This is an optimization exercise on Yosys and OpenROAD, whose aim is small area, a short achievable clock period and few clock cycles, not a production implementation. RTL that was checked went through simulation tests only; none was proved equivalent to the original. Function not checked in runs 5 to 7: the RTL went through the layout flow alone. Power is estimated from default activity; no workload was simulated.

===== flow/constraint.sdc =====
create_clock -name core_clock -period 10.0 [get_ports {clk}]
set_input_delay 2.0000 -clock core_clock [delete_from_list [all_inputs] [get_ports {clk}]]
set_output_delay 2.0000 -clock core_clock [all_outputs]
set_load 0.01 [all_outputs]

===== flow/flow/run.sh =====
#!/bin/bash
# Standard ORFS layout (the standard.sh, unchanged synthesis), with extra
# settings appended to config.mk: repair_timing aims for a tighter setup slack,
# and the port buffers are plain buffers.
set -e
cat flow/extra.mk >> config.mk
bash standard.sh > standard.log 2>&1

===== flow/config.mk =====
export PLATFORM = sky130hd
export DESIGN_NAME = CPU
export DESIGN_NICKNAME = CPU
export VERILOG_FILES = /design/flow/design.v
export SDC_FILE = /design/flow/constraint.sdc
export NUM_CORES = 4
export LEC_CHECK = 0
export CAP_MARGIN = 20
export CORE_MARGIN = 2
export CORE_UTILIZATION = 60
export CTS_BUF_LIST = sky130_fd_sc_hd__clkbuf_8 sky130_fd_sc_hd__clkbuf_16
export CTS_CLUSTER_DIAMETER = 60
export CTS_CLUSTER_SIZE = 30
export PLACE_DENSITY = 0.7
export SLEW_MARGIN = 20
export SETUP_SLACK_MARGIN = 7.2
export TNS_END_PERCENT = 20
export BUFFER_PORTS_ARGS = -buffer_cell sky130_fd_sc_hd__buf_4

===== flow/design.v =====
`timescale 1ns/1ns
module CPU (input clk, rst,
            input ld_we, input [4:0] ld_addr, input [7:0] ld_data,
            output st_valid, output [4:0] st_addr, output [7:0] st_data);
  reg [7:0] mem [0:31];
  reg [7:0] stk [0:31];
  reg [4:0] pc;
  reg [4:0] a;                  
  reg       e_push, e_pop, e_add, e_sub, e_and, e_not, e_jz;
  reg       e_up;               
  reg       e_keep;             
  reg [7:0] sd;                 
  reg [4:0] sa;                 
  reg       wen;                
  reg [4:0] wa;                 
  reg [7:0] wd;
  wire [7:0] s0 = stk[0];
  wire [7:0] s1 = stk[1];
  wire taken = e_jz & (s0 == 8'd0);
  assign st_valid = e_pop;
  assign st_addr  = sa;
  assign st_data  = sd;
  always @(posedge clk) begin
    if (wen)
      mem[wa] <= wd;
  end
  wire [7:0] fm = mem[pc];
  wire [7:0] f  = (wen && wa == pc) ? wd : fm;
  wire [2:0] fo = f[7:5];
  always @(posedge clk, posedge rst) begin
    if (rst) begin
      pc <= 5'd0;
      a  <= 5'd0;
      {e_push, e_pop, e_add, e_sub, e_and, e_not, e_jz, e_up} <= 8'd0;
      e_keep <= 1'b1;
    end else begin
      a <= f[4:0];
      if (taken) begin
        pc <= a;
        {e_push, e_pop, e_add, e_sub, e_and, e_not, e_jz, e_up} <= 8'd0;
        e_keep <= 1'b1;
      end else begin
        pc <= (fo == 3'b110) ? f[4:0] : pc + 5'd1;
        e_push <= fo == 3'b100;
        e_pop  <= fo == 3'b101;
        e_add  <= fo == 3'b000;
        e_sub  <= fo == 3'b001;
        e_and  <= fo == 3'b010;
        e_not  <= fo == 3'b011;
        e_jz   <= fo == 3'b111;
        e_up   <= (fo == 3'b101) | (~fo[2] & (fo[1:0] != 2'b11));
        e_keep <= fo[2] & fo[1];
      end
    end
  end
  always @(posedge clk) begin
    sa <= f[4:0];
  end
  wire [7:0] md   = mem[a];
  wire [7:0] sum  = s0 + s1;
  wire [7:0] diff = ~(~s0 + s1);           
  wire [7:0] top_n = ({8{e_push}} & md)
                   | ({8{e_up & ~(e_add | e_sub | e_and)}} & s1)
                   | ({8{e_add}}  & sum)
                   | ({8{e_sub}}  & diff)
                   | ({8{e_and}}  & (s0 & s1))
                   | ({8{e_not}}  & ~s0)
                   | ({8{e_keep}} & s0);
  always @(posedge clk) begin
    sd <= top_n;
  end
  always @(posedge clk) begin
    wen <= ld_we | (~rst & ~taken & (fo == 3'b101));
    wa  <= ld_we ? ld_addr : f[4:0];
    wd  <= ld_we ? ld_data : top_n;
  end
  integer k;
  always @(posedge clk, posedge rst) begin
    if (rst) begin
      for (k = 0; k < 32; k = k + 1)
        stk[k] <= 8'd0;
    end else begin
      stk[0] <= top_n;
      for (k = 1; k < 32; k = k + 1)
        if (e_push)
          stk[k] <= stk[k-1];
        else if (e_up)
          stk[k] <= stk[(k+1) % 32];
    end
  end
endmodule

===== flow/flow/extra.mk =====
export SETUP_SLACK_MARGIN = 7.2
export TNS_END_PERCENT = 20
export BUFFER_PORTS_ARGS = -buffer_cell sky130_fd_sc_hd__buf_4

===== flow/standard.sh =====
#!/bin/bash
# synth_recipe.tcl (not shown) runs the flow's synth.tcl, then flattens the netlist and writes it again
# the make line also repeats each setting of config.mk as NAME=value (left out here)
make -C /OpenROAD-flow-scripts/flow DESIGN_CONFIG=/design/flow/config.mk WORK_HOME=/design/flow/orfs CLKGATE_MAP_FILE= SYNTH_SCRIPT=/design/flow/synth_recipe.tcl "${@:-finish}"

==> results of run 1 <==
==> path summary, 6_finish.rpt <==
kind	startpoint	to	slack [ps]	depth (start not counted)
min reg2reg	stk[23][3]	stk[24][3]	500	2
max reg2reg	a[0]	wd[4]	7000	8
min	stk[23][3]	stk[24][3]	500	2
min in group asynchronous	rst	stk[22][2]	1470	2
max	e_pop	st_valid	6850	1
max in group asynchronous	rst	stk[30][5]	7230	4
==> cell families (layout without fill, tap and decap cells) <==
logic type	Yosys count	count (layout)	share of synthesized area (%)
buffers and inverters	162	174	2.57
multiplexers	456	456	23.2
AND/OR/NAND/NOR	404	404	6.47
flip-flops	558	558	58.3
XOR/XNOR	17	17	0.574
adder cells (fa/ha/maj)	18	18	0.926
AO/OA/AOI/OAI	362	362	8.00
==> stage by stage <==
| stage | setup WS (ps) | utilization, % | power (mW) | hold slack [ps] | std cells |
|---|---|---|---|---|---|
| after global routing | 6830 | 67.3 | 9.63 | 537 | 2574 |
| after global placement | 5760 | 61.8 | 6.84 | 481 | 2466 |
| after floorplan | 3490 | - | 5.99 | 470 | 1977 |
| after detailed placement | 5730 | 61.8 | 6.93 | 494 | 2466 |
| final | 6850 | 67.3 | 9.18 | 504 | 2574 |
| after CTS | 6830 | 66.7 | 9.04 | 510 | 2568 |
==> cells in the mapped netlist (4+ instances only) <==
master	number	area, um2
mux2i_1	316	3160
nand2_1	284	1070
dfrtp_1	274	6860
o21ai_0	264	1320
edfxtp_1	256	7690
mux4_2	113	2540
clkbuf_1	107	402
nor2_1	56	210
dfxtp_1	27	541
mux2_2	27	304
a21oi_1	20	100
buf_2	17	85.1
a22oi_1	16	120
ha_1	16	200
inv_1	16	60.1
nor2b_1	14	87.6
a221o_1	13	130
a221oi_1	12	105
buf_1	12	45.0
nand3_1	10	50.1
xor2_1	10	87.6
buf_4	8	60.1
nand2b_1	8	50.1
nand3b_1	7	52.6
nor3_1	7	35.0
xnor2_1	7	61.3
o21ai_1	6	30.0
o22ai_1	5	31.3
a31oi_1	4	25.0
nor4_1	4	25.0
==> registers in the layout (all words and copies together) (netlist names) <==
signal / flops
e_up: 1
e_push: 1
wen: 1
wa: 5
e_sub: 1
e_add: 1
sd: 8
a: 5
e_and: 1
e_pop: 1
wd: 8
e_not: 1
mem: 256
sa: 5
stk: 256
e_keep: 1
pc: 5
e_jz: 1
==> layer usage <==
metal  wire length [um]  global-route usage [%]  share of wire (%)
met1              24100                    37.4                 41
met2              28500                    43.5                 48
met3               4230                    4.76                7.1
met4               2640                    11.4                4.4
met5                  0                       0                  0
==> report_power, final <==
part	switching (mW)	total, mW	internal (mW)
Clock	0.851	1.71	0.859
Combinational	2.00	3.80	1.80
Sequential	0.585	3.67	3.09
==> cell type report <==
type / count / area, um2 / share of cell area (%)
Inverter: 17 / 67.6 / 0.234
Tap cell: 585 / 732 / 2.53
Timing Repair Buffer: 87 / 1230 / 4.27
Multi-Input combinational cell: 1257 / 10300 / 35.7
Sequential cell: 558 / 15200 / 52.5
Timing Repair inverter: 1 / 7.51 / 0.0260
Clock buffer: 43 / 1060 / 3.69
Clock inverter: 26 / 307 / 1.06
==> repair_timing <==
item / 4_1_cts / 5_1_grt
gates cloned: 9 / 2
pin swaps: 4 / 4
setup endpoints to repair: 433 / 104
resized for setup: 56 / 51
setup buffers: 24 / 4
==> impl_metrics.yaml, run 1 <==
detailed_routing:
  vias: 16121
  viasPerCell: 6.26
  wl_per_cell_um: 23.1
  drc: 0
  drt_wl_total_um: 59500
  antenna_left: 0
  drt-initial-drc-count: 1817
  firstDrtPassIters: 6
finish:
  fill_cells: 3038
  final_cell_mix: "mux2i_1, nand2_1, dfrtp_1"
  fin_area_um2: 28900
  num_antenna_cells: 0
  final_nets: 1995
  final_common_cell: "mux2i_1"
  drive_gt1_share_pct: 17.4
  syn_to_final_growth_pct: 11.4
clock_tree:
  path_clk_slew_ps: 90
  cts_max_level: 2
  cts_tree: "yes"
  cts_buffers: 39
  cts.sinks: 558
  cts_hold_buf: 0
  cts-root-buf: "clkbuf_16"
  clk_latency_ps: 580
  clk_path_buf_depth: 3
worst_setup_path:
  crit_arrival_ps: 1150
  path_buf_inv: 1
  worst_setup_path_end_kind: "output port"
  worst_ep_required_time_ps: 8000
  path_delay_family: "flip-flops"
  cp_cell_sequence: "buf_6"
  slowest_delay_ps: 430
  path_max_fanout: 1
  start_kind: "flop"
  slowest_stage: "dfrtp_1"
  crit_type: "reg2out"
synth:
  syn_nets: 2011
  synth_flop_cell: "dfrtp_1"
  ys_warn_count: 2
  syn-instance-count: 1977
  synth_area_per_cell_um2: 13.1
  yosysUniqueCellTypes: 58
  synth-edff-count: 256
  synth.cell_area_um2: 25900
  ys_seq_elements: 558
  ys_async_sr_fraction_pct: 49.3
  yosysSeqAreaShare_pct: 58.3
grt:
  grt_max_degree: 244
  antenna_found_initial: 0
  overflow: 0
  grt_pass1_wl_um: 92900
  grt_pass1_vias: 15977
  track_usage_pct: 27.2
floorplanning:
  core_um2: 42900
  fp.dieW_um: 212
  io_pins: 30
  die_h_um: 212
  rows: 76
  dieArea_um2: 44900
  start_util_pct: 60.5
status:
  status: "finished clean"
run:
  maxCapViolations: 0
sta:
  finalClockSkew_ps: 29.7
  slew_violations: 0
  finalHoldViolCount: 0
  fin_crit_sh_pct: 31.5
  max_freq_mhz: 317
  slew-limit-headroom_pct: 23.7
  finalSetupViolCount: 0
  tns_ps: 0
  fin_crit_ps: 3150
  rsz0062_at_grt: "true"
  tightest_slew_ps: 1140
pwr:
  peakVddDrop_mv: 0.233
  cellPowerDensity_nw_per_um2: 318
  p_leak_nw: 11.5
placed_design:
  place_area_um2: 26500
  gp_congestion: 0.854
  io_buffers: 29
  hpwl_um: 34900
min_path:
  hold_path.class: "reg2reg"
Testbench counts, summed over its fixed seeds: cycles 20,287.
==> inputs of run 2 (changes only) <==
--- a/flow/config.mk
+++ b/flow/config.mk
@@ -5,6 +5,7 @@
 export SDC_FILE = /design/flow/constraint.sdc
 export NUM_CORES = 4
 export LEC_CHECK = 0
+export ABC_CLOCK_PERIOD_IN_PS = 2800
 export CAP_MARGIN = 20
 export CORE_MARGIN = 2
 export CORE_UTILIZATION = 60
==> run 2 against run 1 <==
Still clean on timing, DRC and antenna. Critical path depth unchanged. Power unchanged. Final area unchanged. Flip-flop and latch count unchanged. Global-route usage unchanged. Combinational power about the same. Clock power about the same. Area after synthesis unchanged. Sequential power about the same. Cell count unchanged. Wire length unchanged. Sequential share of layout area unchanged. Largest cell class unchanged. Largest power group unchanged.
==> impl_metrics.yaml, run 2 <==
status:
  status: "finished clean"
synth:
  yosysSeqAreaShare_pct: 58.3
  syn_nets: 2011
  yosysMostFrequentCell: "mux2i_1"
  syn-instance-count: 1977
  ys_async_sr_fraction_pct: 49.3
  ys_warn_count: 2
  synth.cell_area_um2: 25900
  synth_top_area_share_pct: 29.6
  synth_area_per_cell_um2: 13.1
  yosysUniqueCellTypes: 58
  ys_seq_elements: 558
  synthTopCellsByCount: "mux2i_1, nand2_1, dfrtp_1"
  synth_area_leaders: "edfxtp_1, dfrtp_1, mux2i_1"
  synth_top_cell_by_area: "edfxtp_1"
  synth-edff-count: 256
  synth_flop_cell: "dfrtp_1"
grt:
  track_usage_pct: 27.2
  grt_max_degree: 244
  grt_pass1_vias: 15977
  overflow: 0
  grt_pass1_wl_um: 92900
  antenna_found_initial: 0
clock_tree:
  cts_tree: "yes"
  cts-root-buf: "clkbuf_16"
  path_clk_slew_ps: 90
  cts.sinks: 558
  cts_buffers: 39
  clk_latency_ps: 580
  clk_path_buf_depth: 3
  cts_max_level: 2
detailed_routing:
  firstDrtPassIters: 6
  viasPerCell: 6.26
  vias: 16121
  wl_per_cell_um: 23.1
  drt-initial-drc-count: 1817
  drt_wl_total_um: 59500
  antenna_left: 0
  drc: 0
floorplanning:
  dieArea_um2: 44900
  rows: 76
  core_um2: 42900
  die_h_um: 212
  fp.dieW_um: 212
  io_pins: 30
  start_util_pct: 60.5
sta:
  fin_crit_sh_pct: 31.5
  max_freq_mhz: 317
  finalHoldViolCount: 0
  finalSetupViolCount: 0
  finalClockSkew_ps: 29.7
  rsz0062_at_grt: "true"
  fin_crit_ps: 3150
  slew-limit-headroom_pct: 23.7
  slew_violations: 0
  tns_ps: 0
  tightest_slew_ps: 1140
finish:
  final_cell_mix: "mux2i_1, nand2_1, dfrtp_1"
  largestRegisters: "mem (256), stk (256)"
  final_nets: 1995
  fin_area_um2: 28900
  syn_to_final_growth_pct: 11.4
  fin_util_pct: 67.3
  final_common_cell: "mux2i_1"
  num_antenna_cells: 0
  drive_gt1_share_pct: 17.4
worst_setup_path:
  cp-endpoint: "st_valid"
  slowest_delay_ps: 430
  r2r-start: "a[0]"
  worst_ep_required_time_ps: 8000
  path_delay_family: "flip-flops"
  cp-startpoint: "e_pop"
  reg2regPathDepth: 8
  critical_path_cell_count: 1
  cp_cell_sequence: "buf_6"
  path_buf_inv: 1
  crit_arrival_ps: 1150
  slowest_stage: "dfrtp_1"
  worstReg2RegEnd: "wd[4]"
  path_max_fanout: 1
  worst_setup_path_end_kind: "output port"
  crit_type: "reg2out"
  r2r_setup_slack_ps: 7000
  start_kind: "flop"
pwr:
  cellPowerDensity_nw_per_um2: 318
  p_leak_nw: 11.5
  total_power_mw: 9.18
  peakVddDrop_mv: 0.233
placed_design:
  hpwl_um: 34900
  io_buffers: 29
  place_area_um2: 26500
  gp_congestion: 0.854
min_path:
  worstHoldStart: "stk[23][3]"
  hold_path.class: "reg2reg"
run:
  maxCapViolations: 0
==> run 2: cell counts after synthesis <==
No cell type changed its count.
==> run 2: kinds of logic after synthesis <==
| group | after synthesis | synth area share, % |
|---|---|---|
| flops | 558 | 58.3 |
| compound gates | 362 | 8.00 |
| simple gates | 404 | 6.47 |
| buf+inv | 162 | 2.57 |
| mux | 456 | 23.2 |
| fa+ha+maj | 18 | 0.926 |
| xor+xnor | 17 | 0.574 |
==> run 2: through the flow <==
step / cells / hold slack (ps) / setup slack, ps
floorplan: 1977 / 470 / 3490
global placement: 2466 / 481 / 5760
detailed placement: 2466 / 494 / 5730
CTS: 2568 / 510 / 6830
global route: 2574 / 537 / 6830
finish: 2574 / 504 / 6850
==> run 2: area by class of cell <==
type	instances	area (um2)
Clock buffer	43	1060
Clock inverter	26	307
Fill cell	3038	14000
Inverter	17	67.6
Multi-Input combinational cell	1257	10300
Sequential cell	558	15200
Tap cell	585	732
Timing Repair Buffer	87	1230
Timing Repair inverter	1	7.51
==> run 2: worst min path at each step <==
stage	endpoint	slack [ps]	cells past startpoint
2_1_floorplan	stk[10][2]	470	2
3_3_place_gp	stk[6][0]	480	2
3_5_place_dp	stk[24][3]	490	2
4_1_cts	stk[24][3]	510	2
5_1_grt	stk[24][3]	540	2
6_report	stk[24][3]	500	2
==> run 2: routing by layer <==
metal | track usage (%) | wire, um | part of all wire (%)
met5 | 0 | 0 | 0
met2 | 43.5 | 28500 | 48
met3 | 4.76 | 4230 | 7.1
met4 | 11.4 | 2640 | 4.4
met1 | 37.4 | 24100 | 41
==> run 2: power breakdown <==
part	internal (mW)	switching [mW]	leakage, nW
combinational	1.80	2.00	4.62
sequential	3.09	0.585	6.24
clock	0.859	0.851	0.650
==> run 2: what timing repair did <==
action	4_1_cts	5_1_grt
endpoints found under the setup margin	433	104
hold buffers	0	0
resized for setup	56	51
hold endpoints to repair	0	0
pin swaps	4	4
gates cloned	9	2
setup buffers	24	4
==> inputs of run 3 (changes only) <==
--- a/flow/config.mk
+++ b/flow/config.mk
@@ -5,14 +5,13 @@
 export SDC_FILE = /design/flow/constraint.sdc
 export NUM_CORES = 4
 export LEC_CHECK = 0
-export ABC_CLOCK_PERIOD_IN_PS = 2800
 export CAP_MARGIN = 20
 export CORE_MARGIN = 2
-export CORE_UTILIZATION = 60
+export CORE_UTILIZATION = 70
 export CTS_BUF_LIST = sky130_fd_sc_hd__clkbuf_8 sky130_fd_sc_hd__clkbuf_16
 export CTS_CLUSTER_DIAMETER = 60
 export CTS_CLUSTER_SIZE = 30
-export PLACE_DENSITY = 0.7
+export PLACE_DENSITY = 0.8
 export SLEW_MARGIN = 20
 export SETUP_SLACK_MARGIN = 7.2
 export TNS_END_PERCENT = 20
==> run 3 against run 2 <==
Critical path type unchanged. Die area shrank 14%. Non-clock buffer count shrank 9. Critical path depth is the same. Sequential power grew 2%. Highest routed layer unchanged. Worst hold slack lost 0.59 ps. Clock skew grew 8.5 ps. Final area shrank 2.0%. Flip-flop and latch count is the same. Synthesized cell count is the same. Via count grew 2.1%.
==> impl_metrics.yaml, run 3 <==
synth:
  syn_nets: 2011
  synth_area_per_cell_um2: 13.1
  synth_flop_cell: "dfrtp_1"
  synth_top_area_share_pct: 29.6
  syn-instance-count: 1977
  yosysSeqAreaShare_pct: 58.3
  ys_seq_elements: 558
  synth-edff-count: 256
  synth_area_leaders: "edfxtp_1, dfrtp_1, mux2i_1"
  yosysUniqueCellTypes: 58
  synth_top_cell_by_area: "edfxtp_1"
  yosysMostFrequentCell: "mux2i_1"
  ys_warn_count: 2
  synth.cell_area_um2: 25900
  ys_async_sr_fraction_pct: 49.3
  synthTopCellsByCount: "mux2i_1, nand2_1, dfrtp_1"
worst_setup_path:
  worst_setup_path_end_kind: "output port"
  worstReg2RegEnd: "wd[6]"
  r2r_setup_slack_ps: 6970
  crit_arrival_ps: 1120
  path_delay_family: "flip-flops"
  start_kind: "flop"
  r2r-start: "a[0]"
  slowest_stage: "dfrtp_1"
  reg2regPathDepth: 9
  cp_cell_sequence: "buf_6"
  path_buf_inv: 1
  worst_ep_required_time_ps: 8000
  path_max_fanout: 1
  crit_type: "reg2out"
  slowest_delay_ps: 410
sta:
  finalClockSkew_ps: 38.2
  tns_ps: 0
  slew-limit-headroom_pct: 20.3
  finalHoldViolCount: 0
  fin_crit_sh_pct: 31.2
  rsz0062_at_grt: "true"
  tightest_slew_ps: 1190
  max_freq_mhz: 321
  slew_violations: 0
  fin_crit_ps: 3120
  finalSetupViolCount: 0
grt:
  antenna_found_initial: 0
  grt_pass1_vias: 16422
  grt_max_degree: 151
  track_usage_pct: 31.8
  overflow: 0
  grt_pass1_wl_um: 93900
floorplanning:
  start_util_pct: 71.0
  die_h_um: 196
  io_pins: 30
  dieArea_um2: 38600
  rows: 70
  fp.dieW_um: 196
  core_um2: 36500
finish:
  num_antenna_cells: 0
  final_nets: 1983
  final_cell_mix: "mux2i_1, nand2_1, dfrtp_1"
  finalNonFillerCells: 2442
  drive_gt1_share_pct: 16.4
  final_common_cell: "mux2i_1"
  syn_to_final_growth_pct: 9.13
  largestRegisters: "mem (256), stk (256)"
  fill_cells: 2190
placed_design:
  dp.cells: 2347
  io_buffers: 29
  hpwl_um: 35200
  gp_congestion: 0.884
pwr:
  total_power_mw: 8.90
  peakVddDrop_mv: 0.216
  p_leak_nw: 11.3
  cellPowerDensity_nw_per_um2: 314
detailed_routing:
  vias: 16467
  antenna_left: 0
  wl_per_cell_um: 24.3
  drt_wl_total_um: 59400
  drt-initial-drc-count: 1676
  viasPerCell: 6.74
  drc: 0
  firstDrtPassIters: 5
clock_tree:
  cts.sinks: 558
  cts_buffers: 37
  cts_tree: "yes"
  cts_max_level: 2
  path_clk_slew_ps: 90
  cts-root-buf: "clkbuf_16"
  clk_path_buf_depth: 3
  clk_latency_ps: 580
min_path:
  holdPathEnd: "stk[9][4]"
  hold_path.class: "reg2reg"
  worstHoldStart: "stk[8][4]"
  hold_depth: 2
status:
  status: "finished clean"
run:
  maxCapViolations: 0
## run 3: cell types whose count changed in the layout (fill, tap and decap cells not counted), moves of 5 or more
cell	change
clkinv_8	-5
buf_4	+8
clkinvlp_4	-5
clkbuf_16	-6
clkinv_4	+5
dfxtp_2	-9
buf_6	-15
dfxtp_1	+11
inv_8	+5
## run 3: area by class of cell
| cell class | instances | area, um2 | area share, % |
|---|---|---|---|
| sequential | 558 | 15100 | 53.5 |
| multi-input combinational | 1257 | 10300 | 36.3 |
| timing repair buffer | 78 | 1020 | 3.61 |
| clock buffer | 37 | 926 | 3.27 |
| tap | 468 | 586 | 2.07 |
| clock inverter | 27 | 290 | 1.03 |
| inverter | 17 | 67.6 | 0.239 |
## run 3: power by group
group	leakage, nW	internal (mW)	switching (mW)
Sequential	6.24	3.09	0.654
Clock	0.598	0.786	0.817
Combinational	4.49	1.70	1.85
Total	11.3	5.57	3.32
## run 3: cells by family (layout without fill, tap and decap cells)
family                     count (synthesis)  count (layout)  synth area share (%)
muxes                                    456             456                  23.2
and+or+nand+nor                          404             404                  6.47
AOI/OAI and AO/OA                        362             362                  8.00
adders and majority gates                 18              18                 0.926
DFF                                      558             558                  58.3
xor gates and xnor gates                  17              17                 0.574
buffers and inverters                    162             159                  2.57
## run 3: tightest hold or removal path, delay by kind of cell (launching register included)
kind | cells | cell delay [ps]
compound gates | 1 | 60
simple gates | 1 | 50
flops | 1 | 360
## run 3: how the worst max path moves through the flow
stage | start | slack, ps | depth (start not counted) | end
2_1_floorplan | rst | 3490 | 2 | wen
3_3_place_gp | pc[1] | 6060 | 9 | pc[3]
3_5_place_dp | pc[1] | 5960 | 9 | pc[3]
4_1_cts | e_pop | 6870 | 1 | st_valid
5_1_grt | e_pop | 6850 | 1 | st_valid
6_report | e_pop | 6880 | 1 | st_valid
## run 3: repair_timing
action	4_1_cts	5_1_grt
pin swaps	7	0
setup buffers	22	0
cloned	6	1
resized for setup	58	5
hold buffers	0	0
endpoints found under the setup margin	440	362
## run 3: per-stage QoR
| step | area (um2) | hold slack [ps] | setup WS, ps | utilization [%] |
|---|---|---|---|---|
| 4_1_cts | 28200 | 512 | 6870 | 77.3 |
| 3_5_place_dp | 26300 | 492 | 5960 | 72.1 |
| 2_1_floorplan | 25900 | 470 | 3490 | - |
| 3_3_place_gp | 26300 | 486 | 6060 | 72.1 |
| 6_report | 28300 | 503 | 6880 | 77.5 |
| 5_1_grt | 28300 | 538 | 6850 | 77.5 |
## run 3: per-layer routing
layer | up-vias | part of all wire, % | track usage (%)
li1 | 7282 | - | -
met1 | 8176 | 38 | 42.6
met2 | 800 | 49 | 51.4
met3 | 209 | 8.2 | 5.27
met4 | 0 | 5.4 | 16.2
met5 | - | 0 | 0
==> inputs of run 4 (changes only) <==
==> flow/config.mk (replaced) <==
export PLATFORM = sky130hd
export DESIGN_NAME = CPU
export DESIGN_NICKNAME = CPU
export VERILOG_FILES = /design/flow/design.v
export SDC_FILE = /design/flow/constraint.sdc
export NUM_CORES = 4
export LEC_CHECK = 0
export ABC_CLOCK_PERIOD_IN_PS = 2800
export CAP_MARGIN = 20
export CORE_MARGIN = 2
export CORE_UTILIZATION = 60
export CTS_BUF_LIST = sky130_fd_sc_hd__clkbuf_4 sky130_fd_sc_hd__clkbuf_8
export CTS_CLUSTER_DIAMETER = 50
export CTS_CLUSTER_SIZE = 20
export PLACE_DENSITY = 0.7
export SLEW_MARGIN = 20
export SETUP_SLACK_MARGIN = 7.2
export TNS_END_PERCENT = 20
export BUFFER_PORTS_ARGS = -buffer_cell sky130_fd_sc_hd__buf_4
==> run 4 against run 3 <==
Non-clock buffer count grew 4. Final area grew 0.34%. Synthesized cell count is the same. First-iteration DRC count grew 2.7%. Cell count grew 6.1%. Count of clock-buffer cells in the layout grew 19. Flip-flop and latch count is the same. Sequential share of layout area shrank 0.19 points. Worst hold slack lost 13 ps. Global-route usage shrank 4.8 points. Die area grew 16%. Critical endpoint unchanged. Largest cell class unchanged. Highest routed layer is now met5.
==> impl_metrics.yaml, run 4 <==
grt:
  grt_pass1_vias: 15948
  grt_max_degree: 244
  overflow: 0
  grt_pass1_wl_um: 92400
  track_usage_pct: 27.1
  antenna_found_initial: 1
clock_tree:
  cts.sinks: 558
  clk_path_buf_depth: 3
  cts_max_level: 2
  cts_tree: "yes"
  cts_buffers: 48
  cts-root-buf: "clkbuf_8"
  clk_latency_ps: 680
  path_clk_slew_ps: 120
  cts_hold_buf: 0
finish:
  fill_cells: 3114
  fin_area_um2: 28400
  final_nets: 1999
  num_antenna_cells: 0
  largestRegisters: "mem (256), stk (256)"
  drive_gt1_share_pct: 17.2
  final_common_cell: "mux2i_1"
  syn_to_final_growth_pct: 9.50
  final_cell_mix: "mux2i_1, nand2_1, dfrtp_1"
worst_setup_path:
  crit_arrival_ps: 1270
  r2r-start: "a[0]"
  cp_cell_sequence: "buf_6"
  worst_ep_required_time_ps: 8000
  cp-startpoint: "e_pop"
  r2r_setup_slack_ps: 7020
  slowest_stage: "dfrtp_1"
  path_buf_inv: 1
  worst_setup_path_end_kind: "output port"
  reg2regPathDepth: 7
  path_max_fanout: 1
  crit_type: "reg2out"
  start_kind: "flop"
  path_delay_family: "flip-flops"
  worstReg2RegEnd: "wd[4]"
  slowest_delay_ps: 440
detailed_routing:
  viasPerCell: 6.19
  drt_wl_total_um: 58800
  drc: 0
  vias: 16033
  wl_per_cell_um: 22.7
  antenna_left: 0
  firstDrtPassIters: 6
  drt-initial-drc-count: 1721
sta:
  rsz0062_at_grt: "true"
  fin_crit_ps: 3270
  slew_violations: 0
  fin_crit_sh_pct: 32.7
  finalClockSkew_ps: 63.6
  max_freq_mhz: 306
  finalHoldViolCount: 0
  finalSetupViolCount: 0
  slew-limit-headroom_pct: 25.3
  tns_ps: 0
  tightest_slew_ps: 1120
synth:
  synth.cell_area_um2: 25900
  synth_area_leaders: "edfxtp_1, dfrtp_1, mux2i_1"
  ys_async_sr_fraction_pct: 49.3
  syn_nets: 2011
  yosysSeqAreaShare_pct: 58.3
  syn-instance-count: 1977
  yosysMostFrequentCell: "mux2i_1"
  ys_warn_count: 2
  yosysUniqueCellTypes: 58
  synthTopCellsByCount: "mux2i_1, nand2_1, dfrtp_1"
  ys_seq_elements: 558
  synth-edff-count: 256
  synth_top_cell_by_area: "edfxtp_1"
  synth_top_area_share_pct: 29.6
  synth_area_per_cell_um2: 13.1
  synth_flop_cell: "dfrtp_1"
pwr:
  p_leak_nw: 11.3
  cellPowerDensity_nw_per_um2: 310
  peakVddDrop_mv: 0.187
placed_design:
  hpwl_um: 34900
  place_area_um2: 26500
  gp_congestion: 0.854
  io_buffers: 29
min_path:
  holdPathEnd: "stk[3][3]"
  worstHoldStart: "stk[2][3]"
  hold_depth: 2
  hold_path.class: "reg2reg"
floorplanning:
  die_h_um: 212
  core_um2: 42900
  start_util_pct: 60.5
  fp.dieW_um: 212
  io_pins: 30
  rows: 76
  dieArea_um2: 44900
run:
  maxCapViolations: 0
status:
  status: "finished clean"
-- run 4: cell counts after synthesis --
Identical to the previous run, type by type.
-- run 4: per-layer routing --
layer | part of all wire, % | routed length [um] | track usage [%]
met3 | 7.1 | 4170 | 5.04
met1 | 41 | 24100 | 36.9
met2 | 47 | 27800 | 42.8
met5 | 0.014 | 8 | 0
met4 | 4.7 | 2760 | 12.4
-- run 4: cells by family after synthesis --
logic type      Yosys count  share of synthesized area, %
flops                   558                          58.3
mux                     456                          23.2
simple gates            404                          6.47
compound gates          362                          8.00
buf+inv                 162                          2.57
fa+ha+maj                18                         0.926
xor+xnor                 17                         0.574
-- run 4: metrics by stage --
stage	hold slack, ps	util [%]	power [mW]	std cells	worst slack (ps)
after floorplan	470	-	5.99	1977	3490
after global placement	481	61.8	6.84	2466	5760
after detailed placement	494	61.8	6.93	2466	5730
after CTS	497	66.1	8.80	2589	6690
after global routing	529	66.2	9.26	2590	6700
final	490	66.2	8.81	2590	6730
-- run 4: final cells by class --
type	count	area (um2)	share of cell area (%)
sequential	558	15100	53.3
multi-input combinational	1257	10200	36.0
timing repair buffer	82	1090	3.83
clock buffer	56	739	2.60
tap	585	732	2.58
clock inverter	34	393	1.38
inverter	17	67.6	0.238
timing repair inverter	1	7.51	0.0264
-- run 4: what timing repair did --
item / in CTS / in global routing
cloned: 8 / 1
hold endpoints to repair: 0 / 0
pin swaps: 4 / 0
gates resized for setup: 52 / 1
setup buffers: 25 / 0
endpoints found under the setup margin: 375 / 171
-- run 4: tightest hold or removal path: cells and delay by family, from the launching register on --
| kind | cells | cell delay (ps) |
|---|---|---|
| AO/OA/AOI/OAI | 1 | 60 |
| flip-flops | 1 | 380 |
| AND/OR/NAND/NOR | 1 | 60 |
-- run 4: how the worst max path moves through the flow --
stage	slack [ps]	to	cells past startpoint
after global routing	6700	st_valid	1
after CTS	6690	st_valid	1
after detailed placement	5730	a[0]	4
final	6730	st_valid	1
after global placement	5760	a[0]	4
after floorplan	3490	wen	2
-- run 4: power by group --
| part | switching, mW | internal [mW] | total [mW] |
|---|---|---|---|
| logic | 1.95 | 1.72 | 3.67 |
| clock network | 0.843 | 0.642 | 1.48 |
| registers | 0.578 | 3.08 | 3.66 |
==> inputs of run 5 (changes only) <==
--- a/flow/design.v
+++ b/flow/design.v
@@ -5,21 +5,18 @@
   reg [7:0] mem [0:31];
   reg [7:0] stk [0:31];
   reg [4:0] pc;
-  reg [4:0] a;                  
   reg       e_push, e_pop, e_add, e_sub, e_and, e_not, e_jz;
   reg       e_up;               
   reg       e_keep;             
-  reg [7:0] sd;                 
-  reg [4:0] sa;                 
   reg       wen;                
   reg [4:0] wa;                 
-  reg [7:0] wd;
+  reg [7:0] wd;                 
   wire [7:0] s0 = stk[0];
   wire [7:0] s1 = stk[1];
   wire taken = e_jz & (s0 == 8'd0);
   assign st_valid = e_pop;
-  assign st_addr  = sa;
-  assign st_data  = sd;
+  assign st_addr  = wa;
+  assign st_data  = wd;
   always @(posedge clk) begin
     if (wen)
       mem[wa] <= wd;
@@ -30,13 +27,11 @@
   always @(posedge clk, posedge rst) begin
     if (rst) begin
       pc <= 5'd0;
-      a  <= 5'd0;
       {e_push, e_pop, e_add, e_sub, e_and, e_not, e_jz, e_up} <= 8'd0;
       e_keep <= 1'b1;
     end else begin
-      a <= f[4:0];
       if (taken) begin
-        pc <= a;
+        pc <= wa;
         {e_push, e_pop, e_add, e_sub, e_and, e_not, e_jz, e_up} <= 8'd0;
         e_keep <= 1'b1;
       end else begin
@@ -53,10 +48,7 @@
       end
     end
   end
-  always @(posedge clk) begin
-    sa <= f[4:0];
-  end
-  wire [7:0] md   = mem[a];
+  wire [7:0] md   = mem[wa];
   wire [7:0] sum  = s0 + s1;
   wire [7:0] diff = ~(~s0 + s1);           
   wire [7:0] top_n = ({8{e_push}} & md)
@@ -66,9 +58,6 @@
                    | ({8{e_and}}  & (s0 & s1))
                    | ({8{e_not}}  & ~s0)
                    | ({8{e_keep}} & s0);
-  always @(posedge clk) begin
-    sd <= top_n;
-  end
   always @(posedge clk) begin
     wen <= ld_we | (~rst & ~taken & (fo == 3'b101));
     wa  <= ld_we ? ld_addr : f[4:0];
--- a/flow/config.mk
+++ b/flow/config.mk
@@ -9,9 +9,9 @@
 export CAP_MARGIN = 20
 export CORE_MARGIN = 2
 export CORE_UTILIZATION = 60
-export CTS_BUF_LIST = sky130_fd_sc_hd__clkbuf_4 sky130_fd_sc_hd__clkbuf_8
-export CTS_CLUSTER_DIAMETER = 50
-export CTS_CLUSTER_SIZE = 20
+export CTS_BUF_LIST = sky130_fd_sc_hd__clkbuf_8 sky130_fd_sc_hd__clkbuf_16
+export CTS_CLUSTER_DIAMETER = 60
+export CTS_CLUSTER_SIZE = 30
 export PLACE_DENSITY = 0.7
 export SLEW_MARGIN = 20
 export SETUP_SLACK_MARGIN = 7.2
==> run 5 against run 4 <==
Flip-flop and latch count decreased by 18. Largest cell class unchanged. Area after synthesis decreased by 1.5%. Still clean on timing, DRC and antenna. Global-route usage increased by 1.1 points. Largest power group unchanged. Clock skew decreased by 34 ps. Utilization increased by 2.6 points. Die area decreased by 1.4%.
==> impl_metrics.yaml, run 5 <==
status:
  status: "finished clean"
sta:
  max_freq_mhz: 311
  fin_crit_sh_pct: 32.2
  finalClockSkew_ps: 29.3
  tns_ps: 0
  tightest_slew_ps: 1050
  rsz0062_at_grt: "true"
  hold_ws_ps: 506
  slew-limit-headroom_pct: 30.1
  slew_violations: 0
  finalHoldViolCount: 0
  fin_crit_ps: 3220
  finalSetupViolCount: 0
clock_tree:
  cts_tree: "yes"
  cts_hold_buf: 0
  cts_buffers: 40
  clk_latency_ps: 600
  cts_max_level: 2
  clk_path_buf_depth: 3
  path_clk_slew_ps: 80
  cts-root-buf: "clkbuf_16"
  cts.sinks: 540
synth:
  synth_flop_cell: "dfrtp_1"
  yosysUniqueCellTypes: 74
  synth_top_area_share_pct: 30.1
  syn-instance-count: 1925
  synth_area_leaders: "edfxtp_1, dfrtp_1, mux2i_1"
  syn_nets: 1959
  synth.cell_area_um2: 25600
  synthTopCellsByCount: "mux2i_1, nand2_1, dfrtp_1"
  synth-edff-count: 256
  ys_async_sr_fraction_pct: 50.0
  ys_warn_count: 2
  yosysMostFrequentCell: "mux2i_1"
  synth_area_per_cell_um2: 13.3
  ys_seq_elements: 540
  yosysSeqAreaShare_pct: 57.6
  synth_top_cell_by_area: "edfxtp_1"
worst_setup_path:
  crit_type: "reg2out"
  cp_cell_sequence: "buf_16 > buf_6"
  worst_ep_required_time_ps: 8000
  reg2regPathDepth: 10
  crit_arrival_ps: 1220
  slowest_delay_ps: 380
  start_kind: "flop"
  slowest_stage: "dfxtp_4"
  path_max_fanout: 2
  worst_setup_path_end_kind: "output port"
finish:
  final_nets: 1987
  final_cell_mix: "mux2i_1, nand2_1, dfrtp_1"
  fill_cells: 2862
  syn_to_final_growth_pct: 12.9
  largestRegisters: "mem (256), stk (256), wd (8)"
  final_common_cell: "mux2i_1"
  drive_gt1_share_pct: 19.5
detailed_routing:
  firstDrtPassIters: 5
  drt-initial-drc-count: 1964
  viasPerCell: 6.49
  antenna_left: 0
  drc: 0
  drt_wl_total_um: 61400
  vias: 16378
  wl_per_cell_um: 24.3
placed_design:
  io_buffers: 29
  gp_congestion: 0.962
  hpwl_um: 34500
grt:
  track_usage_pct: 28.2
  overflow: 0
  antenna_found_initial: 1
  grt_max_degree: 147
  grt_pass1_vias: 15941
  grt_pass1_wl_um: 94300
pwr:
  cellPowerDensity_nw_per_um2: 320
  p_leak_nw: 11.6
  peakVddDrop_mv: 0.247
floorplanning:
  io_pins: 30
  die_h_um: 210
  start_util_pct: 60.9
  fp.dieW_um: 210
  core_um2: 41900
  rows: 75
  dieArea_um2: 44300
min_path:
  hold_depth: 2
  hold_path.class: "reg2reg"
run:
  maxCapViolations: 0
==> run 5: cell count changes after synthesis, moves of 6 or more <==
cell and delta:
mux2_2 -12, nor2_1 +9, clkbuf_1 -7, buf_2 -10
mux2i_1 -38, nor2b_1 -10, o21ai_1 -6, a22oi_1 +22
mux4_1 +15, buf_4 -8, a221o_1 -9, nand4_1 +9
dfxtp_1 -13, nand2_1 -13
==> run 5: area by class of cell <==
cell class	instances	area, um2	area share [%]
Inverter	22	101	0.351
Clock inverter	30	319	1.11
Antenna cell	1	2.50	0.00867
Tap cell	539	674	2.34
Sequential cell	540	14800	51.3
Timing Repair Buffer	123	1680	5.83
Clock buffer	42	1040	3.60
Multi-Input combinational cell	1226	10200	35.5
==> run 5: cells by family (layout without fill, tap and decap cells) <==
group | count (synthesis) | in the layout | synth area share [%]
AOI/OAI and AO/OA | 368 | 368 | 8.32
xor gates and xnor gates | 15 | 15 | 0.514
adders and majority gates | 18 | 18 | 0.940
buffers and inverters | 159 | 217 | 2.89
DFF | 540 | 540 | 57.6
muxes | 420 | 420 | 22.9
other | 0 | 1 | 0
and+or+nand+nor | 405 | 405 | 6.76
==> run 5: worst max-delay path: cells and delay by family, from the launching register on <==
kind,cells,cell delay [ps]
buffers and inverters,2,240
DFF,1,380
==> run 5: final timing paths <==
path	start	end	slack [ps]
setup / recovery	wa[1]	st_addr[1]	6780
hold / removal	stk[26][4]	stk[27][4]	510
setup reg to reg	wa[0]	wd[3]	7070
hold reg to reg	stk[26][4]	stk[27][4]	510
max in group asynchronous	rst	stk[14][6]	7360
min in group asynchronous	rst	stk[6][3]	1510
==> run 5: metrics by stage <==
stage          area (um2)  instances  power, mW  setup WS (ps)  utilization (%)
2_1_floorplan       25600       1925       5.80           4430                -
3_3_place_gp        26000       2378       6.56           6010             62.0
3_5_place_dp        26000       2378       6.65           5970             62.0
4_1_cts             28600       2510       9.02           6770             68.1
5_1_grt             28900       2522       9.62           6770             68.8
6_report            28900       2523       9.23           6780             68.8
==> run 5: power by group <==
group | switching (mW) | total (mW) | internal (mW)
combinational | 2.14 | 4.09 | 1.94
clock | 0.871 | 1.70 | 0.831
sequential | 0.485 | 3.44 | 2.96
total | 3.50 | 9.23 | 5.73
==> run 5: routing by layer <==
metal | global-route usage (%) | up-vias | routed length, um
met2 | 43.7 | 727 | 28500
met4 | 15.9 | 0 | 4000
met3 | 5.80 | 199 | 5140
met1 | 37.6 | 8167 | 23800
met5 | 0 | - | 0
li1 | - | 7285 | -
==> run 5: what timing repair did <==
item | 4_1_cts | 5_1_grt
resized for setup | 98 | 48
hold endpoints to repair | 0 | 0
pin swaps | 7 | 10
setup endpoints to repair | 606 | 353
gates cloned | 16 | 0
buffers inserted | 44 | 12
==> inputs of run 6 (changes only) <==
==> flow/design.v (replaced) <==
`timescale 1ns/1ns
module CPU (input clk, rst,
            input ld_we, input [4:0] ld_addr, input [7:0] ld_data,
            output st_valid, output [4:0] st_addr, output [7:0] st_data);
  reg [7:0] mem [0:31];
  reg [7:0] stk [0:31];
  reg [4:0] pc, pc1;            
  reg       e_pop;              
  reg       e_jz;               
  reg       e_add, e_sub, e_and;
  reg       r_dn, r_up;         
  reg       t_md, t_nmd, t_s1, t_ns1, t_alu, t_nalu, t_ns0, t_s0;   
  reg       u_ns0, u_alu;       
  reg [4:0] ra;                 
  reg       wen;
  reg [4:0] wa;
  reg [7:0] wd;
  wire [7:0] s0 = stk[0];
  wire [7:0] s1 = stk[1];
  wire [7:0] s2 = stk[2];
  wire taken = e_jz & (s0 == 8'd0);
  assign st_valid = e_pop;
  assign st_addr  = wa;
  assign st_data  = wd;
  always @(posedge clk) begin
    if (wen)
      mem[wa] <= wd;
  end
  wire [7:0] f0 = (wen && wa == pc)  ? wd : mem[pc];
  wire [7:0] f1 = (wen && wa == pc1) ? wd : mem[pc1];
  wire [2:0] o0 = f0[7:5];
  wire [2:0] o1 = f1[7:5];
  wire [4:0] a0 = f0[4:0];
  wire [4:0] a1 = f1[4:0];
  wire i0_push = o0 == 3'b100;
  wire i0_pop  = o0 == 3'b101;
  wire i0_not  = o0 == 3'b011;
  wire i0_alu  = ~o0[2] & ~(o0[1] & o0[0]);
  wire i0_jmp  = o0 == 3'b110;
  wire i0_jz   = o0 == 3'b111;
  wire i1_push = o1 == 3'b100;
  wire i1_not  = o1 == 3'b011;
  wire i1_jmp  = o1 == 3'b110;
  wire hz   = i0_pop & (a0 == pc1);           
  wire x0   = i0_pop | i0_alu | i0_not;
  wire p_j  = ~i0_jmp & i1_jmp & ~hz;          
  wire p_p  = x0 & i1_push & ~hz;              
  wire p_n  = (x0 | i0_push) & i1_not & ~hz;   
  wire same = a0 == a1;                        
  always @(posedge clk, posedge rst) begin
    if (rst) begin
      pc  <= 5'd0;
      pc1 <= 5'd1;
      {e_pop, e_jz, r_dn, r_up, u_ns0, u_alu} <= 6'd0;
      {t_md, t_nmd, t_s1, t_ns1, t_alu, t_nalu, t_ns0} <= 7'd0;
      t_s0 <= 1'b1;
    end else if (taken) begin
      pc  <= wa;
      pc1 <= wa + 5'd1;
      {e_pop, e_jz, r_dn, r_up, u_ns0, u_alu} <= 6'd0;
      {t_md, t_nmd, t_s1, t_ns1, t_alu, t_nalu, t_ns0} <= 7'd0;
      t_s0 <= 1'b1;
    end else begin
      if (i0_jmp) begin
        pc  <= a0;
        pc1 <= a0 + 5'd1;
      end else if (p_j) begin
        pc  <= a1;
        pc1 <= a1 + 5'd1;
      end else if (p_p | p_n) begin
        pc  <= pc1 + 5'd1;
        pc1 <= pc1 + 5'd2;
      end else begin
        pc  <= pc1;
        pc1 <= pc1 + 5'd1;
      end
      e_pop  <= i0_pop;
      e_jz   <= i0_jz;
      r_dn   <= i0_push | (i0_not & p_p);
      r_up   <= (i0_pop | i0_alu) & ~p_p;
      u_ns0  <= i0_not & p_p;
      u_alu  <= i0_alu & p_p;
      t_md   <= (i0_push & ~p_n) | (p_p & ~(i0_pop & same));
      t_nmd  <= i0_push & p_n;
      t_s1   <= i0_pop & ~p_p & ~p_n;
      t_ns1  <= i0_pop & p_n;
      t_alu  <= i0_alu & ~p_p & ~p_n;
      t_nalu <= i0_alu & p_n;
      t_ns0  <= i0_not & ~p_p & ~p_n;
      t_s0   <= i0_jmp | i0_jz | (i0_not & p_n) | (p_p & i0_pop & same);
    end
  end
  always @(posedge clk) begin
    e_add <= o0[1:0] == 2'b00;
    e_sub <= o0[1:0] == 2'b01;
    e_and <= o0[1:0] == 2'b10;
    ra    <= p_p ? a1 : a0;
  end
  wire [7:0] md   = mem[ra];
  wire [7:0] sum  = s0 + s1;
  wire [7:0] diff = ~(~s0 + s1);           
  wire [7:0] alu  = ({8{e_add}} & sum) | ({8{e_sub}} & diff) | ({8{e_and}} & (s0 & s1));
  wire [7:0] top_n = ({8{t_md}}   & md)
                   | ({8{t_nmd}}  & ~md)
                   | ({8{t_s1}}   & s1)
                   | ({8{t_ns1}}  & ~s1)
                   | ({8{t_alu}}  & alu)
                   | ({8{t_nalu}} & ~alu)
                   | ({8{t_ns0}}  & ~s0)
                   | ({8{t_s0}}   & s0);
  always @(posedge clk) begin
    wen <= ld_we | (~rst & ~taken & i0_pop);
    wa  <= ld_we ? ld_addr : a0;
    wd  <= ld_we ? ld_data : top_n;
  end
  integer k;
  always @(posedge clk, posedge rst) begin
    if (rst) begin
      for (k = 0; k < 32; k = k + 1)
        stk[k] <= 8'd0;
    end else begin
      stk[0] <= top_n;
      if (r_dn)
        stk[1] <= u_ns0 ? ~s0 : s0;
      else if (r_up)
        stk[1] <= s2;
      else if (u_alu)
        stk[1] <= alu;
      for (k = 2; k < 32; k = k + 1)
        if (r_dn)
          stk[k] <= stk[k-1];
        else if (r_up)
          stk[k] <= stk[(k+1) % 32];
    end
  end
endmodule
==> run 6 against run 5 <==
Still clean. Flip-flop and latch count is 18 higher. Wire length is 37% higher. Worst setup slack worse by 400 ps. Area after synthesis is 17% higher. Die area is 16% higher. Sequential power is 6.7% higher. Combinational power is 83% higher. Critical path depth is 10 higher. Final area is 20% higher. Critical endpoint is now pc[2].
==> impl_metrics.yaml, run 6 <==
synth:
  syn_nets: 2440
  synth_flop_cell: "dfrtp_1"
  yosysMostFrequentCell: "mux2i_1"
  synth_area_per_cell_um2: 12.4
  synth_area_leaders: "edfxtp_1, dfrtp_1, mux2i_1"
  yosysUniqueCellTypes: 88
  ys_warn_count: 2
  yosysSeqAreaShare_pct: 50.8
  synth.cell_area_um2: 29800
  ys_async_sr_fraction_pct: 50.2
  synth-edff-count: 256
  synth_top_cell_by_area: "edfxtp_1"
  synthTopCellsByCount: "mux2i_1, nand2_1, dfrtp_1"
  syn-instance-count: 2398
  ys_seq_elements: 558
  synth_top_area_share_pct: 25.8
clock_tree:
  cts_max_level: 2
  cts_buffers: 41
  cts_tree: "yes"
  clk_latency_ps: 590
  clk_path_buf_depth: 3
  path_clk_slew_ps: 90
  cts-root-buf: "clkbuf_16"
  cts.sinks: 558
worst_setup_path:
  start_kind: "flop"
  r2r_setup_slack_ps: 6380
  reg2regPathDepth: 12
  worst_setup_path_end_kind: "flop"
  crit_arrival_ps: 4100
  path_max_fanout: 7
  worstReg2RegEnd: "pc[2]"
  worst_ep_required_time_ps: 10480
  r2r-start: "pc[0]"
  crit_type: "reg2reg"
floorplanning:
  start_util_pct: 60.8
  core_um2: 49000
  dieArea_um2: 51400
  die_h_um: 227
  rows: 81
  fp.dieW_um: 227
  io_pins: 30
run:
  maxCapViolations: 0
sta:
  fin_crit_ps: 3620
  slew_violations: 0
  finalSetupViolCount: 0
  rsz0062_at_grt: "true"
  fin_crit_sh_pct: 36.2
  finalHoldViolCount: 0
  max_freq_mhz: 276
  tns_ps: 0
  tightest_slew_ps: 1310
  finalClockSkew_ps: 17.0
  setup_ws_ps: 6380
  slew-limit-headroom_pct: 12.8
detailed_routing:
  drc: 0
  wl_per_cell_um: 26.6
  drt-initial-drc-count: 2720
  drt_wl_total_um: 84300
  firstDrtPassIters: 9
  viasPerCell: 6.70
  antenna_left: 0
  vias: 21223
finish:
  syn_to_final_growth_pct: 16.4
  finalNonFillerCells: 3168
  drive_gt1_share_pct: 25.2
  final_cell_mix: "mux2i_1, nand2_1, dfrtp_1"
  largestRegisters: "mem (256), stk (256), wd (8)"
  final_common_cell: "mux2i_1"
  final_nets: 2515
pwr:
  peakVddDrop_mv: 0.226
  p_leak_nw: 13.4
  cellPowerDensity_nw_per_um2: 374
min_path:
  worstHoldStart: "stk[2][4]"
  hold_path.class: "reg2reg"
  holdPathEnd: "stk[3][4]"
  hold_depth: 2
placed_design:
  gp_congestion: 0.975
  io_buffers: 29
  dp.cells: 2944
  hpwl_um: 49300
  pre_cts_ws_ps: 5160
grt:
  overflow: 0
  grt_pass1_wl_um: 124000
  grt_max_degree: 335
  grt_pass1_vias: 20809
  antenna_found_initial: 1
  track_usage_pct: 32.4
status:
  status: "finished clean"
## run 6: cell types whose count changed after synthesis, moves of 13 or more
cell / before / now
xnor2_1: 9 / 31
mux4_2: 111 / 152
nand2_1: 271 / 284
nor2_1: 65 / 86
inv_1: 21 / 45
mux4_1: 15 / 0
mux2i_1: 278 / 414
buf_2: 7 / 23
a21oi_1: 22 / 53
## run 6: power by group
group	leakage (nW)	switching (mW)	internal, mW	total, mW
Clock	0.708	0.937	0.876	1.81
Combinational	6.47	3.99	3.48	7.47
Sequential	6.27	0.603	3.07	3.67
## run 6: cells by family after synthesis
kind of cell / count (synthesis) / share of synthesized area, %
muxes: 588 / 26.2
DFF: 558 / 50.8
and+or+nand+nor: 478 / 7.05
AOI/OAI and AO/OA: 474 / 9.60
buffers and inverters: 228 / 3.80
xor gates and xnor gates: 46 / 1.35
adders and majority gates: 26 / 1.14
## run 6: worst max path at each step
stage / startpoint / endpoint / slack, ps / cells past startpoint
3_3_place_gp: pc1[0] / pc1[0] / 5160 / 14
4_1_cts: wa[4] / st_addr[4] / 6500 / 2
2_1_floorplan: rst / e_jz / 4290 / 1
6_report: pc[0] / pc[2] / 6380 / 12
5_1_grt: pc[0] / pc1[0] / 6360 / 13
3_5_place_dp: pc1[0] / pc1[0] / 5160 / 14
## run 6: metrics by stage
step	hold slack, ps	instance area, um2	power, mW	utilization (%)
after global placement	489	30200	8.86	61.7
after CTS	508	33800	12.1	69.0
after global routing	529	34700	13.4	70.9
after detailed placement	496	30200	8.97	61.7
after floorplan	465	29800	7.50	-
final	507	34700	13.0	70.9
## run 6: area by class of cell
| cell class | instances | area [um2] |
|---|---|---|
| clock buffer | 41 | 1030 |
| multi-input combinational | 1612 | 14300 |
| fill | 3256 | 14300 |
| tap | 664 | 831 |
| timing repair inverter | 1 | 5.00 |
| clock inverter | 32 | 435 |
| timing repair buffer | 212 | 2680 |
| antenna | 1 | 2.50 |
| inverter | 47 | 180 |
| sequential | 558 | 15200 |
## run 6: per-layer routing
layer | wire length (um) | up-vias | track usage [%]
met1 | 30300 | 10411 | 41.5
met3 | 9520 | 399 | 8.58
li1 | - | 9170 | -
met2 | 38500 | 1241 | 50.2
met4 | 5950 | 2 | 18.9
met5 | 16 | - | 0
## run 6: what timing repair did
action,in CTS,in global routing
hold buffers,0,0
pin swaps,50,30
buffers inserted,82,44
cloned,16,6
gates resized for setup,213,83
endpoints found under the setup margin,297,123
## run 6: worst max-delay path, cell delays in order, from the launching register on
cell and delay (ps):
dfrtp_4 580, buf_16 190, mux4_2 550, nor3b_2 180, nor4_1 340, o211ai_1 210
xnor2_1 180, a41o_1 320, and3_4 220, buf_4 150, o21ai_1 230, inv_1 130
a221oi_2 230
==> inputs of run 7 (changes only) <==
--- a/flow/design.v
+++ b/flow/design.v
@@ -41,12 +41,20 @@
   wire i1_push = o1 == 3'b100;
   wire i1_not  = o1 == 3'b011;
   wire i1_jmp  = o1 == 3'b110;
-  wire hz   = i0_pop & (a0 == pc1);           
+  wire hz   = i0_pop & (a0[4:3] == pc1[4:3]);
   wire x0   = i0_pop | i0_alu | i0_not;
   wire p_j  = ~i0_jmp & i1_jmp & ~hz;          
   wire p_p  = x0 & i1_push & ~hz;              
   wire p_n  = (x0 | i0_push) & i1_not & ~hz;   
   wire same = a0 == a1;                        
+  wire n_a0 = i0_jmp;
+  wire n_a1 = p_j;
+  wire n_p2 = p_p | p_n;
+  wire n_p1 = ~i0_jmp & ~p_j & ~p_p & ~p_n;
+  wire [4:0] pc2 = pc1 + 5'd1;
+  wire [4:0] pc3 = pc1 + 5'd2;
+  wire [4:0] a0i = a0 + 5'd1;
+  wire [4:0] a1i = a1 + 5'd1;
   always @(posedge clk, posedge rst) begin
     if (rst) begin
       pc  <= 5'd0;
@@ -61,19 +69,8 @@
       {t_md, t_nmd, t_s1, t_ns1, t_alu, t_nalu, t_ns0} <= 7'd0;
       t_s0 <= 1'b1;
     end else begin
-      if (i0_jmp) begin
-        pc  <= a0;
-        pc1 <= a0 + 5'd1;
-      end else if (p_j) begin
-        pc  <= a1;
-        pc1 <= a1 + 5'd1;
-      end else if (p_p | p_n) begin
-        pc  <= pc1 + 5'd1;
-        pc1 <= pc1 + 5'd2;
-      end else begin
-        pc  <= pc1;
-        pc1 <= pc1 + 5'd1;
-      end
+      pc  <= ({5{n_a0}} & a0) | ({5{n_a1}} & a1) | ({5{n_p2}} & pc2) | ({5{n_p1}} & pc1);
+      pc1 <= ({5{n_a0}} & a0i) | ({5{n_a1}} & a1i) | ({5{n_p2}} & pc3) | ({5{n_p1}} & pc2);
       e_pop  <= i0_pop;
       e_jz   <= i0_jz;
       r_dn   <= i0_push | (i0_not & p_p);
==> run 7 against run 6 <==
Non-clock buffer count down 9. Register-to-register slack is essentially flat. Wire length is 3.1% higher. Global-route usage is 1.6 points higher. Critical endpoint is now pc[0]. Highest routed layer unchanged.
==> impl_metrics.yaml, run 7 <==
status:
  status: "finished clean"
sta:
  slew-limit-headroom_pct: 22.0
  tightest_slew_ps: 1170
  max_freq_mhz: 277
  fin_crit_ps: 3610
  slew_violations: 0
  finalSetupViolCount: 0
  tns_ps: 0
  fin_crit_sh_pct: 36.1
  finalHoldViolCount: 0
  setup_ws_ps: 6390
  rsz0062_at_grt: "true"
  finalClockSkew_ps: 15.7
grt:
  antenna_found_initial: 9
  grt_max_degree: 360
  grt_pass1_wl_um: 125000
  overflow: 0
  track_usage_pct: 34.0
  grt_pass1_vias: 19827
floorplanning:
  die_h_um: 225
  start_util_pct: 61.0
  fp.dieW_um: 225
  dieArea_um2: 50500
  rows: 80
  core_um2: 47900
  io_pins: 30
placed_design:
  io_buffers: 29
  gp_congestion: 0.977
  pre_cts_ws_ps: 4970
  hpwl_um: 45500
  place_area_um2: 29700
worst_setup_path:
  r2r-start: "pc[3]"
  start_kind: "flop"
  slowest_stage: "dfrtp_2"
  cp_cell_sequence: "xnor2_1 > nand4_1 > or2_4 > buf_12 > nor3_2 > a211oi_1 > or2_1 > nor2b_4 > a221o_1 > o32a_1"
  worst_setup_path_end_kind: "flop"
  path_delay_family: "simple AND/OR/NAND/NOR gates"
  reg2regPathDepth: 10
  crit_type: "reg2reg"
  worstReg2RegEnd: "pc[0]"
  crit_arrival_ps: 4100
  path_buf_inv: 1
  path_max_fanout: 21
  slowest_delay_ps: 810
  worst_ep_required_time_ps: 10490
  r2r_setup_slack_ps: 6390
min_path:
  holdPathEnd: "stk[22][3]"
  worstHoldStart: "stk[21][3]"
  hold_depth: 2
  hold_path.class: "reg2reg"
synth:
  synth_area_leaders: "edfxtp_1, dfrtp_1, mux4_2"
  synth_top_area_share_pct: 26.3
  ys_async_sr_fraction_pct: 50.2
  yosysSeqAreaShare_pct: 51.8
  ys_warn_count: 2
  synthTopCellsByCount: "mux2i_1, nand2_1, dfrtp_1"
  yosysUniqueCellTypes: 80
  synth_flop_cell: "dfrtp_1"
  synth_area_per_cell_um2: 12.8
  synth.cell_area_um2: 29200
  syn_nets: 2322
  ys_seq_elements: 558
  synth-edff-count: 256
  syn-instance-count: 2281
  yosysMostFrequentCell: "mux2i_1"
  synth_top_cell_by_area: "edfxtp_1"
finish:
  largestRegisters: "mem (256), stk (256), wd (8)"
  drive_gt1_share_pct: 26.1
  final_nets: 2394
  fin_area_um2: 34200
  syn_to_final_growth_pct: 17.0
  final_common_cell: "mux2i_1"
  final_cell_mix: "mux2i_1, nand2_1, dfrtp_1"
clock_tree:
  clk_latency_ps: 610
  cts_buffers: 39
  cts_max_level: 2
  path_clk_slew_ps: 80
  cts.sinks: 558
  cts_tree: "yes"
  cts-root-buf: "clkbuf_16"
  clk_path_buf_depth: 3
pwr:
  p_int_mw: 7.33
  p_leak_nw: 13.2
  peakVddDrop_mv: 0.234
  cellPowerDensity_nw_per_um2: 374
  total_power_mw: 12.8
  p_comb_share_pct: 57.8
  swShare_pct: 42.7
  clkPwrFrac_pct: 13.7
  seqPwrFrac_pct: 28.5
  netSwitchingPower_mw: 5.47
run:
  maxCapViolations: 0
detailed_routing:
  viasPerCell: 6.97
  drc: 0
  firstDrtPassIters: 7
  drt_wl_total_um: 86900
  wl_per_cell_um: 28.9
  vias: 20936
  antenna_left: 0
  drt-initial-drc-count: 3341
-- run 7: power by group through the flow --
stage               Combinational (mW)  Clock [mW]  Sequential (mW)
floorplan                         3.87           0             3.46
CTS                               6.54        1.77             3.61
detailed placement                5.02           0             3.76
global placement                  4.94           0             3.73
finish                            7.40        1.75             3.65
global route                      7.60        1.86             3.70
-- run 7: how the worst max path moves through the flow --
stage | slack, ps | to | cells past startpoint | startpoint
finish | 6390 | pc[0] | 10 | pc[3]
global route | 6330 | pc[0] | 12 | pc[0]
CTS | 6590 | pc[0] | 10 | pc1[0]
detailed placement | 4970 | pc[0] | 11 | pc1[0]
global placement | 5000 | pc[0] | 11 | pc1[0]
floorplan | 4290 | e_jz | 1 | rst
-- run 7: cell type report --
cell class | instances | area, um2
sequential | 558 | 15200
multi-input combinational | 1518 | 13900
fill | 3104 | 13800
timing repair buffer | 203 | 2790
clock buffer | 41 | 1010
tap | 615 | 769
clock inverter | 31 | 377
inverter | 33 | 133
antenna | 4 | 10.0
-- run 7: tightest hold or removal path, stage by stage, from the launching register on --
cell and delay (ps):
dfrtp_1 370, nand2_1 50, o21ai_0 60
-- run 7: through the flow --
stage	util [%]	hold WS (ps)	std cells
after detailed placement	62.0	494	2784
after global routing	71.3	541	2999
final	71.3	508	3003
after global placement	62.0	484	2784
after CTS	69.5	510	2954
after floorplan	-	465	2281
-- run 7: logic make-up after synthesis --
group / count (synthesis) / share of synthesized area [%]
flip-flops: 558 / 51.8
adder cells (fa/ha/maj): 25 / 1.12
XOR/XNOR: 44 / 1.32
AND/OR/NAND/NOR: 485 / 7.13
multiplexers: 535 / 27.0
AO/OA/AOI/OAI: 428 / 8.51
buffers and inverters: 206 / 3.17
-- run 7: metal layers --
layer,routed length (um),track usage (%)
met1,29100,40.6
met2,38500,51.5
met3,10700,11.7
met4,8570,25.3
met5,30,0
-- run 7: repair_timing --
item | in CTS | in global routing
setup endpoints to repair | 322 | 318
hold buffers | 0 | 0
setup buffers | 76 | 38
pin swaps | 27 | 38
resized for setup | 204 | 86
gates cloned | 22 | 6

## what the ideal ports hide
How much do the figures lean on ideal ports? The routed layouts below were timed once more, with nothing changed but the port constraints.
Step 1 assumes that a clkbuf_16 drives the clock port and a buf_2 every other input.
Step 2, shift: input delay + t, output delay - t, t = (earliest + latest rising clock arrival at the registers) / 2. This alone moves slack from input paths to output paths.
Three values: ideal ports, drivers, drivers and shift; two values: the first two.
run | t (ns) | setup slack, ns | hold WS [ns] | worst setup path after step 2 | worst register clock-pin slew, ns
run 1 | 0.625 | 6.850 / 6.794 / 6.631 | 0.504 / 0.504 / 0.504 | input, reset recovery | 0.09 / 0.09
run 2 | 0.625 | 6.850 / 6.794 / 6.631 | 0.504 / 0.504 / 0.504 | input, reset recovery | 0.09 / 0.09
run 3 | 0.613 | 6.880 / 6.826 / 6.884 | 0.503 / 0.503 / 0.503 | input, reset recovery | 0.09 / 0.09
run 4 | 0.702 | 6.730 / 6.680 / 6.654 | 0.490 / 0.490 / 0.490 | input, reset recovery | 0.12 / 0.12
run 5 | 0.643 | 6.785 / 6.725 / 6.735 | 0.506 / 0.506 / 0.506 | input to register | 0.09 / 0.09
run 6 | 0.637 | 6.380 / 6.380 / 6.380 | 0.507 / 0.507 / 0.507 | register to register | 0.09 / 0.09
run 7 | 0.663 | 6.391 / 6.391 / 6.391 | 0.508 / 0.508 / 0.508 | register to register | 0.09 / 0.09
After both steps every run listed still meets setup and hold. The worst setup slack also covers recovery checks on asynchronous resets.
